Context: an optimization exercise on an open-source flow, tuned for small area, a short achievable clock period and few clock cycles. The choices shown serve that exercise and are no tape-out recipe.
The RTL was checked by simulation tests, not by an equivalence proof against the original design.
Power is estimated from default activity; no workload was simulated.

--- design/flow/run.sh ---
#!/bin/bash
# synth_recipe.tcl (not shown) runs the flow's synth.tcl, then flattens the netlist and writes it again
# the make line also repeats each setting of config.mk as NAME=value (left out here)
make -C /OpenROAD-flow-scripts/flow DESIGN_CONFIG=/design/flow/config.mk WORK_HOME=/design/flow/orfs CLKGATE_MAP_FILE= SYNTH_SCRIPT=/design/flow/synth_recipe.tcl finish
--- design/flow/config.mk ---
export PLATFORM = sky130hd
export DESIGN_NAME = matrix_alu
export DESIGN_NICKNAME = matrix_alu
export VERILOG_FILES = /design/flow/design.v
export SDC_FILE = /design/flow/constraint.sdc
export NUM_CORES = 4
export LEC_CHECK = 0
export CAP_MARGIN = 20
export CORE_MARGIN = 2
export CORE_UTILIZATION = 40
export SETUP_SLACK_MARGIN = 4
export SLEW_MARGIN = 20
--- design/flow/constraint.sdc ---
create_clock -name core_clock -period 8.0 [get_ports {clk}]
set_input_delay 1.6000 -clock core_clock [delete_from_list [all_inputs] [get_ports {clk}]]
set_output_delay 1.6000 -clock core_clock [all_outputs]
set_load 0.01 [all_outputs]
--- design/flow/design.v ---
`timescale 1ns / 1ps
module matrix_alu (
    input wire clk,
    input wire rst_n,
    input wire        start,
    input wire [2:0]  opcode,
    input wire [15:0] scalar_val,
    input wire [1:0]  slot_a_idx,
    input wire [1:0]  slot_b_idx,
    output reg        done,
    output reg        error,
    output reg [1:0]  mem_rd_slot,
    output reg [2:0]  mem_rd_row,
    output reg [2:0]  mem_rd_col,
    input  wire [15:0] mem_rd_data,
    input wire [2:0]  mem_current_m,
    input wire [2:0]  mem_current_n,
    output wire [1:0]  mem_wr_slot,
    output reg [2:0]  mem_wr_row,
    output reg [2:0]  mem_wr_col,
    output reg [15:0] mem_wr_data,
    output reg        mem_wr_we,
    output reg [2:0]  mem_res_m,
    output reg [2:0]  mem_res_n,
    output reg        mem_dim_we
);
    assign mem_wr_slot = 2'd2;
    wire is_add = (opcode == 3'd0);
    wire is_sub = (opcode == 3'd1);
    wire is_mul = (opcode == 3'd2);
    wire is_sca = (opcode == 3'd3);
    wire is_tra = (opcode == 3'd4);
    wire bad_op = opcode[2] & (opcode[1] | opcode[0]);
    wire two_ph = ~opcode[2] & ~(opcode[1] & opcode[0]);    
    reg       rd_act;      
    reg       c1;          
    reg       phb;         
    reg       phbm;        
    reg [2:0] i, j, k;
    reg [2:0] dma, dna;    
    reg        e_cmp, e_first, e_last;
    reg [15:0] rd_reg, a_reg;
    always @(*) begin
        mem_rd_slot = phb ? slot_b_idx : slot_a_idx;
        mem_rd_row  = phbm ? k : i;
        mem_rd_col  = phbm ? j : k;
    end
    wire       go     = start & ~bad_op;
    wire       rd_now = go | rd_act;
    wire [2:0] ma_e   = start ? mem_current_m : dma;
    wire [2:0] na_e   = start ? mem_current_n : dna;
    wire [2:0] nb_e   = c1 ? mem_current_n : mem_res_n;
    wire mism = c1 & (((is_add | is_sub) & ((mem_current_m != dma) | (mem_current_n != dna))) |
                      (is_mul & (mem_current_m != dna)));
    wire i_max = (i == ma_e - 3'd1);
    wire k_max = (k == na_e - 3'd1);
    wire j_max = (j == nb_e - 3'd1);
    wire adv = rd_now & (phb | ~two_ph) & ~mism;
    wire end_rd = adv & i_max & k_max & (~is_mul | j_max);
    always @(posedge clk or negedge rst_n) begin
        if (!rst_n) begin
            rd_act <= 1'b0; c1 <= 1'b0; phb <= 1'b0; phbm <= 1'b0;
            i <= 3'd0; j <= 3'd0; k <= 3'd0;
            dma <= 3'd0; dna <= 3'd0;
            e_cmp <= 1'b0; e_first <= 1'b0; e_last <= 1'b0;
            mem_wr_we <= 1'b0; mem_wr_row <= 3'd0; mem_wr_col <= 3'd0;
            mem_res_m <= 3'd0; mem_res_n <= 3'd0; mem_dim_we <= 1'b0;
            done <= 1'b0; error <= 1'b0;
        end else begin
            c1 <= go & two_ph;
            if (start) begin
                dma <= mem_current_m;
                dna <= mem_current_n;
                mem_res_m <= is_tra ? mem_current_n : mem_current_m;
                mem_res_n <= is_tra ? mem_current_m : mem_current_n;
            end
            if (c1 & is_mul) mem_res_n <= mem_current_n;
            if (mism | end_rd) rd_act <= 1'b0;
            else if (rd_now) rd_act <= 1'b1;
            if (rd_now & two_ph & ~mism) begin
                phb  <= ~phb;
                phbm <= ~phb & is_mul;
            end else begin
                phb  <= 1'b0;
                phbm <= 1'b0;
            end
            if (adv) begin
                if (is_tra) begin
                    if (i_max) begin
                        i <= 3'd0;
                        k <= k_max ? 3'd0 : k + 3'd1;
                    end else i <= i + 3'd1;
                end else if (k_max) begin
                    k <= 3'd0;
                    if (~is_mul | j_max) begin
                        j <= 3'd0;
                        i <= i_max ? 3'd0 : i + 3'd1;
                    end else j <= j + 3'd1;
                end else k <= k + 3'd1;
            end
            e_cmp   <= adv;
            e_first <= ~is_mul | (k == 3'd0);
            e_last  <= ~is_mul | k_max;
            mem_wr_we <= e_cmp & e_last;
            done <= 1'b0;
            if (mem_wr_we) begin
                if (mem_wr_col == mem_res_n - 3'd1) begin
                    mem_wr_col <= 3'd0;
                    if (mem_wr_row == mem_res_m - 3'd1) begin
                        mem_wr_row <= 3'd0;
                        done <= 1'b1;
                    end else mem_wr_row <= mem_wr_row + 3'd1;
                end else mem_wr_col <= mem_wr_col + 3'd1;
            end
            mem_dim_we <= (go & ~two_ph) | (c1 & two_ph & ~mism);
            if (start) error <= bad_op;
            else if (mism) error <= 1'b1;
        end
    end
    wire [15:0] prod = a_reg * rd_reg;
    wire [15:0] base = e_first ? 16'd0 : mem_wr_data;
    always @(posedge clk) begin
        rd_reg <= mem_rd_data;
        if (start | (rd_now & two_ph & ~phb))
            a_reg <= is_sca ? scalar_val : mem_rd_data;
        if (e_cmp) begin
            if (is_add)      mem_wr_data <= a_reg + rd_reg;
            else if (is_sub) mem_wr_data <= a_reg - rd_reg;
            else if (is_tra) mem_wr_data <= rd_reg;
            else             mem_wr_data <= base + prod;
        end
    end
endmodule
==> flow_summary.ini, run 1 <==
[yosys]
fraction_of_registers_with_async_set_reset_pct = 44.2
yosys.cell_count.top_type = inv_1
netlist-cell-type-count = 71
ys_seq_area_share_pct = 22.4
ys.flop_type = dfrtp_1
syn-num-nets = 1345
synthDominantAreaCellType = fa_1
netlist_instances = 1108
synth-seq-cells = 86
synth_enable_flop_cells = 32
synth.area.top_cells = fa_1, ha_1, edfxtp_1
post-synth-top-area-fraction_pct = 19.3
ys_top_cells_by_count = inv_1, nand2_1, fa_1
post_synth.cell_area_avg_sq_um = 8.99
total_of_warnings_raised_by_yosys = 1
synth_area_sq_um = 9960

[timing]
fin_crit_sh_pct = 67.5
setup-violations-final = 0
worst_pin_slew_ps = 1160
worst_slew_margin_rel_pct = 22.2
clock.fmax_mhz = 185
final-hold-violation-count = 0
grt_setup_unrepaired = true
hold_slack_ps = 448
final.setup_skew_ps = 10.7
finalSetupTns_ps = 0
slew_violations = 0
final_period_minus_worst_setup_slack_ps = 5400

[power_and_ir_drop]
overall_power_after_layout_w = 0.00576
p_sw_share_pct = 46.5
power.clock.fraction_pct = 7.6
p_leak_nw = 5.61
power.share.sequential_pct = 12.9
combinationalPowerShare_pct = 79.5
p_sw_w = 0.00268
power.density_cell_area_nw_per_um2 = 465
internal_power_w = 0.00308
vdd_drop_max_v = 0.000306

[hold_path]
holdCritPathClass = reg -> reg
timing.hold.worst.start = e_last
hold-path-endpoint = mem_wr_we
timing.hold.worst_path_depth = 1

[global_routing]
grt_pass1_vias = 8166
grt_antenna_before_repair = 0
grt-busiest-layer = met2
routing_usage_on_met3_pct = 3.86
grt_first_pass_wirelength_mm = 44.3
grt_overflow_total = 0
grtUsageMet1_pct = 30.4
met2_usage_in_global_routing_pct = 34.9
largest_net_degree_at_the_start_of_global_routing = 39
groute.usage.overall_pct = 21.7

[clock_tree]
htreeDepth = 3
cts_num_sinks = 86
ctsLongestPathBuffers = 2
clk_latency_worst_skew_pair_ps = 350
number_of_cts_inserted_buffers = 9
number_of_hold_repair_buffers_added_at_the_cts_stage = 0
root_buffer = clkbuf_16
cts_tree = yes
clk_pin_slew_worst_paths_ps = 70

[critical_path]
cp.arrival_ps = 5500
cp_top_family = adder cells
regToRegSetupSlack_ps = 2600
start_kind = register
setup.worst_path.class = reg -> reg
crit_required_ps = 8100
worst-path-max-fanout = 4
worst_r2r_path_depth = 18
crit_path_frequent_cell = fa_1
critical_path.cell_chain = buf_4 -> ha_2 -> fa_1 -> inv_1 -> fa_1 -> inv_1 -> fa_1 -> fa_2 -> fa_1 -> inv_1 -> fa_1 -> inv_1 -> ha_4 -> or3_1 -> o21ai_1 -> o21a_1 -> o21ai_1 -> a22o_1
critPathCaptureType = register
critical_path_cell_count = 18
worst_path_largest_cell_delay_ps = 590
regToRegStartpoint = a_reg[6]
critical_path.slowest_cell = fa_2
worstReg2RegEnd = mem_wr_data[14]
worstPathBufferInverterCount = 5

[place]
globalplace.congestion = 0.949
place.detailed.hpwl_mm = 20.4
io_buffer_count = 87

[floorplan]
pin_count = 90
die-area_sq_um = 26200
die_h_um = 162
placementRows = 57
floorplan.initialDensity_pct = 40.8
chipWidth_um = 162
coreArea_sq_um = 24400

[outcome]
outcome = no timing/DRC/antenna violations

[drt]
drt-total-wl_mm = 27.9
drtAntennaViolNets = 0
vias = 7984
vias_per_cell = 5.18
wl_per_cell_um = 18.1
drt_drc_violations_left = 0
drt_pre_antenna_iters = 8
detail_route.iter0.violations = 741

[run]
max_cap_viol_count = 0

[final_layout]
layout.filler_cells = 2326
flow.area_growth_from_synthesis_pct = 24.4
n_antenna_cell = 0
final_layout_size_suffix_gt1_share_pct = 17.7
layout_nets = 1450
## metrics by stage
| step | worst slack [ps] | instances | area (sq um) | utilization (%) |
|---|---|---|---|---|
| global route | 2400 | 1542 | 12400 | 50.8 |
| detailed placement | 2270 | 1475 | 11200 | 46.0 |
| global placement | 2290 | 1475 | 11200 | 46.0 |
| CTS | 2590 | 1536 | 12200 | 49.9 |
| finish | 2600 | 1542 | 12400 | 50.8 |
| floorplan | 2920 | 1108 | 10200 | - |
## power by group through the flow
stage               registers [W]  clock network (W)  logic, W
global placement         0.000768                  0   0.00368
detailed placement       0.000768                  0   0.00372
CTS                      0.000739           0.000448   0.00428
finish                   0.000741           0.000437   0.00458
floorplan                0.000726                  0   0.00271
global route             0.000754           0.000467   0.00502
## cell usage in the layout (no fill, tap or decap), drive strengths merged, types with 4 or more instances in the layout
| cell | instances |
|---|---|
| nand3 | 11 |
| xor2 | 16 |
| edfxtp | 32 |
| dfrtp | 38 |
| and2 | 39 |
| a211oi | 5 |
| clkdlybuf4s50 | 78 |
| a221o | 4 |
| a221oi | 6 |
| dlymetal6s2s | 5 |
| nor2b | 13 |
| nor3 | 16 |
| dfxtp | 16 |
| o21bai | 7 |
| o22a | 4 |
| a21o | 9 |
| a21oi | 40 |
| clkbuf | 12 |
| nand2b | 23 |
| buf | 56 |
| nand2 | 130 |
| or3 | 8 |
| a31oi | 11 |
| mux2i | 16 |
| nor2 | 59 |
| o21ai | 38 |
| xnor2 | 56 |
| mux2 | 24 |
| o22ai | 11 |
| inv | 193 |
| ha | 93 |
| o221ai | 4 |
| fa | 96 |
## worst max path at each step
| stage | startpoint | endpoint |
|---|---|---|
| after floorplan | a_reg[10] | mem_wr_data[14] |
| after global placement | a_reg[6] | mem_wr_data[14] |
| after detailed placement | a_reg[6] | mem_wr_data[14] |
| after CTS | a_reg[8] | mem_wr_data[14] |
| after global routing | a_reg[6] | mem_wr_data[14] |
| final | a_reg[6] | mem_wr_data[14] |
## cell type report
class	instances	area (sq um)	area share, %
sequential	86	2250	18.1
clock buffer	12	278	2.24
inverter	192	724	5.85
tap	324	405	3.27
clock inverter	4	35.0	0.283
timing repair buffer	140	1320	10.7
multi-input combinational	784	7380	59.5
## per-layer routing
metal	wire (um)	up-vias
met4	557	0
met1	12600	3900
met3	1930	38
li1	-	3782
met2	12700	264
met5	0	-
## cells by family after synthesis
group                    share of synthesized area [%]
AO/OA/AOI/OAI                                     11.6
XOR/XNOR                                          6.33
adder cells (fa/ha/maj)                           31.0
buffers and inverters                             9.31
flip-flops                                        22.4
multiplexers                                      4.45
other                                           0.0754
AND/OR/NAND/NOR                                   14.9
## timing repair
| action | in CTS | in global routing |
|---|---|---|
| setup endpoints to repair | 26 | 19 |
| gates resized for setup | 80 | 34 |
| setup buffers | 45 | 6 |
| pin swaps | 43 | 28 |
Testbench counts, summed over its fixed seeds: cycles 10,321.
==> inputs of run 2 (changes only) <==
--- a/design/flow/config.mk
+++ b/design/flow/config.mk
@@ -8,5 +8,5 @@
 export CAP_MARGIN = 20
 export CORE_MARGIN = 2
 export CORE_UTILIZATION = 40
-export SETUP_SLACK_MARGIN = 4
+export SETUP_SLACK_MARGIN = 2.5
 export SLEW_MARGIN = 20
==> run 2 against run 1 <==
Routed wire length is 2.0% lower. Via count fell by 1.0%. Die area stayed put. First-iteration DRC count shrank 11%. Non-clock buffer count shrank 11. Global-route usage down 0.21 points. Still clean. Register-to-register slack got worse by 120 ps. Sequential share of layout area grew 0.73 points. Fmax decreased by 2.2%.
==> flow_summary.ini, run 2 <==
[outcome]
outcome = no timing/DRC/antenna violations

[floorplan]
pin_count = 90
floorplan.initialDensity_pct = 40.8
coreArea_sq_um = 24400
chipWidth_um = 162
die-area_sq_um = 26200
die_h_um = 162
placementRows = 57

[timing]
grt_setup_unrepaired = true
final_period_minus_worst_setup_slack_ps = 5520
clock.fmax_mhz = 181
worst_slew_margin_rel_pct = 23.1
worst_slack_ps = 2480
final.setup_skew_ps = 16.2
finalSetupTns_ps = 0
worst_pin_slew_ps = 1150
hold_slack_ps = 445
setup-violations-final = 0
final-hold-violation-count = 0
slew_violations = 0
fin_crit_sh_pct = 69.0

[yosys]
synthDominantAreaCellType = fa_1
ys.flop_type = dfrtp_1
yosys.area_share.xor_xnor_pct = 6.33
ys_top_cells_by_count = inv_1, nand2_1, fa_1
netlist-cell-type-count = 71
total_of_warnings_raised_by_yosys = 1
synth_simple_gate_area_share_pct = 14.9
synth_mux_area_share_pct = 4.45
largest_family_of_logic_cells_by_synthesized_area = adder cells
ys_seq_area_share_pct = 22.4
netlist_instances = 1108
synth_area_sq_um = 9960
yosys.cell_count.top_type = inv_1
synth.area.top_cells = fa_1, ha_1, edfxtp_1
syn-num-nets = 1345
post_synth.cell_area_avg_sq_um = 8.99
synth-seq-cells = 86
fraction_of_the_mapped_netlist_area_in_compound_gates_pct = 11.6
synthAdderAreaFrac_pct = 31.0
synth_enable_flop_cells = 32
fraction_of_registers_with_async_set_reset_pct = 44.2
post-synth-top-area-fraction_pct = 19.3

[critical_path]
regToRegSetupSlack_ps = 2480
setup.worst_path.class = reg -> reg
worst-path-max-fanout = 4
regToRegStartpoint = a_reg[7]
crit_required_ps = 8100
worstReg2RegEnd = mem_wr_data[15]
start_kind = register
cp.arrival_ps = 5620
critPathCaptureType = register
worst_r2r_path_depth = 18

[final_layout]
n_antenna_cell = 0
layout_nets = 1439
flow.area_growth_from_synthesis_pct = 19.4
layout.filler_cells = 2354
final_layout_size_suffix_gt1_share_pct = 11.4
multi_input_comb_area_sq_um = 6990
layout_common_cells = inv_1, nand2_1, fa_1, clkdlybuf4s50_1, ha_1
final-seq-area_sq_um = 2250
fin_area_sq_um = 11900
mostFrequentLayoutCell = inv_1

[global_routing]
grt_first_pass_wirelength_mm = 43.3
largest_net_degree_at_the_start_of_global_routing = 39
grt_antenna_before_repair = 0
grt_pass1_vias = 7831
grt_overflow_total = 0
groute.usage.overall_pct = 21.5

[drt]
vias_per_cell = 5.16
detail_route.iter0.violations = 661
wl_per_cell_um = 17.8
drtAntennaViolNets = 0
drt_drc_violations_left = 0
drt-total-wl_mm = 27.3
drt_pre_antenna_iters = 5
vias = 7901

[place]
io_buffer_count = 87
place_area_sq_um = 11000
preCtsSetupSlack_ps = 1740
globalplace.congestion = 0.915
place.detailed.hpwl_mm = 20.4

[clock_tree]
htreeDepth = 3
cts_tree = yes
number_of_cts_inserted_buffers = 9
number_of_hold_repair_buffers_added_at_the_cts_stage = 0
clk_latency_worst_skew_pair_ps = 370
root_buffer = clkbuf_16
ctsLongestPathBuffers = 2
cts_num_sinks = 86
clk_pin_slew_worst_paths_ps = 80

[power_and_ir_drop]
p_leak_nw = 5.43
vdd_drop_max_v = 0.000269
power.density_cell_area_nw_per_um2 = 417

[hold_path]
timing.hold.worst_path_depth = 1
hold-path-endpoint = mem_wr_we
timing.hold.worst.start = e_last
holdCritPathClass = reg -> reg

[run]
max_cap_viol_count = 0
-- run 2: cell count changes in the layout (fill, tap and decap cells not counted), sizes merged --
cell           change
inv                +1
dlymetal6s2s       -5
buf               -13
clkdlybuf4s50      +8
clkinv             +2
clkdlybuf4s15      -1
clkbuf             -3
-- run 2: timing repair --
action / in CTS / in global routing
endpoints found under the setup margin: 6 / 5
gates cloned: 0 / 0
buffers inserted: 28 / 13
resized for setup: 27 / 26
pin swaps: 9 / 19
-- run 2: area by class of cell --
cell class / instances / share of cell area [%]
flip-flops and latches: 86 / 18.9
multi-input cells: 784 / 58.8
repair buffers: 129 / 10.3
clock buffers: 9 / 1.89
inverters: 192 / 6.09
well taps: 324 / 3.41
clock inverters: 7 / 0.662
-- run 2: logic make-up (layout without fill, tap and decap cells) --
| kind of cell | Yosys count | after routing |
|---|---|---|
| other | 2 | 2 |
| adder cells (fa/ha/maj) | 189 | 189 |
| multiplexers | 40 | 40 |
| flip-flops | 86 | 86 |
| buffers and inverters | 238 | 337 |
| AND/OR/NAND/NOR | 312 | 312 |
| AO/OA/AOI/OAI | 169 | 169 |
| XOR/XNOR | 72 | 72 |
-- run 2: through the flow --
step	instances	power [W]	utilization, %
after floorplan	1108	0.00304	-
after global placement	1474	0.00391	45.2
after detailed placement	1474	0.00396	45.2
after CTS	1518	0.00471	47.9
after global routing	1531	0.00540	48.8
final	1531	0.00496	48.8
-- run 2: worst max-delay path, stage by stage, from the launching register on --
cell	delay [ps]
edfxtp_1	470
buf_6	170
ha_1	270
inv_1	120
fa_1	440
fa_1	530
inv_1	70
fa_1	520
fa_1	510
inv_1	50
fa_1	460
fa_2	400
xnor2_2	170
xnor2_2	150
xnor2_1	150
xnor2_1	270
xnor2_1	210
xnor2_1	190
o211ai_1	110
-- run 2: worst max path at each step --
stage               startpoint         endpoint  slack [ps]
floorplan            rd_reg[1]  mem_wr_data[14]        2720
global placement      a_reg[1]  mem_wr_data[15]        1820
detailed placement    a_reg[1]  mem_wr_data[15]        1740
CTS                   a_reg[8]  mem_wr_data[14]        2490
global route          a_reg[7]  mem_wr_data[15]        2370
finish                a_reg[7]  mem_wr_data[15]        2480
-- run 2: power by group --
group	internal [W]	switching (W)	total, W
combinational	0.00180	0.00199	0.00378
clock	0.000222	0.000217	0.000439
sequential	0.000614	0.000121	0.000735
-- run 2: routing by layer --
metal,vias up,part of all wire (%),GRT usage (%)
li1,3770,-,-
met1,3802,46,30.8
met2,291,46,34.3
met3,38,6.3,2.73
met4,0,2.0,6.28
met5,-,0,0
==> inputs of run 3 (changes only) <==
--- a/design/flow/config.mk
+++ b/design/flow/config.mk
@@ -8,5 +8,4 @@
 export CAP_MARGIN = 20
 export CORE_MARGIN = 2
 export CORE_UTILIZATION = 40
-export SETUP_SLACK_MARGIN = 2.5
 export SLEW_MARGIN = 20
==> run 3 against run 2 <==
Still clean. Clock skew is 1.0 ps lower. Non-clock buffer count is 41 lower. Utilization is 2.3 points lower. Routed wire length is 3.5% lower. Sequential share of layout area is 0.81 points higher. First-iteration DRC count is 15% lower. Synthesized area stayed put. Flip-flop and latch count stayed put. Fmax is 14% lower. Global-route usage is 0.50 points lower. Critical path depth stayed put. Critical path type unchanged. Largest power group unchanged. Highest routed layer unchanged.
==> flow_summary.ini, run 3 <==
[place]
place.detailed.hpwl_mm = 20.4
preCtsSetupSlack_ps = 1740
globalplace.congestion = 0.915
post-place-cells = 1474
place_area_sq_um = 11000
io_buffer_count = 87

[timing]
fin_crit_sh_pct = 80.1
worst_pin_slew_ps = 1150
setup-violations-final = 0
slew_violations = 0
final-hold-violation-count = 0
final_period_minus_worst_setup_slack_ps = 6400
final.setup_skew_ps = 15.2
worst_slew_margin_rel_pct = 23.3
clock.fmax_mhz = 156
finalSetupTns_ps = 0
grt_setup_unrepaired = false
worst_slack_ps = 1600

[critical_path]
regToRegSetupSlack_ps = 1600
worstReg2RegEnd = mem_wr_data[15]
start_kind = register
worst_r2r_path_depth = 18
cp.arrival_ps = 6500
worst_path_largest_cell_delay_ps = 770
critPathCaptureType = register
critical_path.slowest_cell = o41ai_1
setup.worst_path.class = reg -> reg
crit_path_frequent_cell = fa_1
regToRegStartpoint = a_reg[1]
worst-path-max-fanout = 11
critical_path.cell_chain = inv_1 -> nor2_1 -> fa_1 -> fa_1 -> ha_1 -> fa_1 -> inv_1 -> fa_1 -> fa_1 -> inv_1 -> ha_1 -> o21ai_0 -> a21oi_1 -> o41ai_1 -> o21ai_0 -> a31oi_1 -> xnor2_1 -> o211ai_1
crit_required_ps = 8100

[clock_tree]
clk_pin_slew_worst_paths_ps = 80
postCtsSetupBuffers = 0
cts_num_sinks = 86
number_of_hold_repair_buffers_added_at_the_cts_stage = 0
number_of_cts_inserted_buffers = 9
cts_tree = yes
clk_latency_worst_skew_pair_ps = 370
htreeDepth = 3
root_buffer = clkbuf_16
cts_repair_resize_count = 0
ctsLongestPathBuffers = 2

[drt]
vias = 7688
drt_pre_antenna_iters = 4
drt-total-wl_mm = 26.3
vias_per_cell = 5.16
drtAntennaViolNets = 0
wl_per_cell_um = 17.7
detail_route.iter0.violations = 564
drt_drc_violations_left = 0

[final_layout]
fin_area_sq_um = 11300
flow.area_growth_from_synthesis_pct = 13.8
final_layout_size_suffix_gt1_share_pct = 5.06
layout_nets = 1398
layout.filler_cells = 2416
mostFrequentLayoutCell = inv_1
stdcell_count = 1490
n_antenna_cell = 0
layout_common_cells = inv_1, nand2_1, fa_1, ha_1, clkdlybuf4s50_1

[yosys]
ys.flop_type = dfrtp_1
synth_enable_flop_cells = 32
post-synth-top-area-fraction_pct = 19.3
synth.area.top_cells = fa_1, ha_1, edfxtp_1
syn-num-nets = 1345
ys_seq_area_share_pct = 22.4
synth_area_sq_um = 9960
netlist-cell-type-count = 71
ys_top_cells_by_count = inv_1, nand2_1, fa_1
synthDominantAreaCellType = fa_1
total_of_warnings_raised_by_yosys = 1
netlist_instances = 1108
post_synth.cell_area_avg_sq_um = 8.99
fraction_of_registers_with_async_set_reset_pct = 44.2
synth-seq-cells = 86
yosys.cell_count.top_type = inv_1

[outcome]
outcome = no timing/DRC/antenna violations

[hold_path]
timing.hold.worst.start = e_last
timing.hold.worst_path_depth = 1
holdCritPathClass = reg -> reg
hold-path-endpoint = mem_wr_we

[power_and_ir_drop]
overall_power_after_layout_w = 0.00439
power.density_cell_area_nw_per_um2 = 388
p_leak_nw = 5.19
vdd_drop_max_v = 0.000256

[floorplan]
coreArea_sq_um = 24400
placementRows = 57
pin_count = 90
floorplan.initialDensity_pct = 40.8
die-area_sq_um = 26200
chipWidth_um = 162
die_h_um = 162

[global_routing]
grt_first_pass_wirelength_mm = 42.4
grt_pass1_vias = 7724
largest_net_degree_at_the_start_of_global_routing = 39
groute.usage.overall_pct = 21.0
grt_antenna_before_repair = 0
grt_overflow_total = 0

[run]
max_cap_viol_count = 0
==> run 3: cell counts after synthesis <==
Identical to the previous run, type by type.
==> run 3: metal layers <==
layer  GRT usage (%)  share of wire, %
met2            33.3                45
met3            2.48               5.3
met5               0                 0
met4            6.88               2.2
met1            30.1                47
==> run 3: worst max-delay path: cells and delay by family, from the launching register on <==
family	cells	cell delay, ps
and+or+nand+nor	1	220
adders and majority gates	7	2870
DFF	1	720
buffers and inverters	3	500
AOI/OAI and AO/OA	6	1660
xor gates and xnor gates	1	170
==> run 3: cells by family (layout without fill, tap and decap cells) <==
logic type,count (synthesis),count (layout),synth area share [%]
and+or+nand+nor,312,312,14.9
buffers and inverters,238,296,9.31
adders and majority gates,189,189,31.0
AOI/OAI and AO/OA,169,169,11.6
DFF,86,86,22.4
xor gates and xnor gates,72,72,6.33
muxes,40,40,4.45
other,2,2,0.0754
==> run 3: how the worst max path moves through the flow <==
stage,from,endpoint,slack [ps],cells past startpoint
after floorplan,rd_reg[1],mem_wr_data[14],2720,17
after global placement,a_reg[1],mem_wr_data[15],1820,18
after detailed placement,a_reg[1],mem_wr_data[15],1740,18
after CTS,a_reg[1],mem_wr_data[15],1740,18
after global routing,a_reg[1],mem_wr_data[15],1520,18
final,a_reg[1],mem_wr_data[15],1600,18
==> run 3: final cells by class <==
| cell class | count | area [sq um] | share of cell area, % |
|---|---|---|---|
| clock buffers | 9 | 225 | 1.99 |
| clock inverters | 7 | 78.8 | 0.695 |
| inverters | 192 | 721 | 6.36 |
| multi-input cells | 784 | 6800 | 60.0 |
| flip-flops and latches | 86 | 2230 | 19.7 |
| well taps | 324 | 405 | 3.58 |
| repair buffers | 88 | 873 | 7.70 |
==> run 3: report_power, final <==
part,switching [W],internal [W],total [W],leakage (nW)
Combinational,0.00175,0.00145,0.00320,4.13
Sequential,0.000141,0.000614,0.000755,0.915
Clock,0.000215,0.000222,0.000437,0.149
Total,0.00211,0.00228,0.00439,5.19
==> run 3: per-stage QoR <==
stage	hold WS (ps)	util, %
2_1_floorplan	428	-
3_3_place_gp	438	45.2
3_5_place_dp	440	45.2
4_1_cts	449	46.5
5_1_grt	463	46.5
6_report	445	46.5

## port drivers added, routing unchanged
Ports are ideal in the flow. The routed layouts listed here were re-timed in OpenROAD.
Step 1, drivers: a clkbuf_16 drives clk and a buf_2 each remaining input, both assumed.
Step 2 times the ports against the registers' clock, not the clock port: input delays grow and output delays shrink by t, the midpoint of the rising clock arrivals with the driver on.
a / b / c = no drivers / after step 1 / after step 2; a / b = the first two.
run	t (ns)	slack for setup (ns)	worst setup path at the end	worst slew at a driven data input, ns
run 1	0.384	2.601 / 2.601 / 2.601	register to register	0.06
run 2	0.407	2.481 / 2.481 / 2.481	register to register	0.06
run 3	0.405	1.595 / 1.595 / 1.595	register to register	0.06
After both steps every run listed still meets setup and hold.
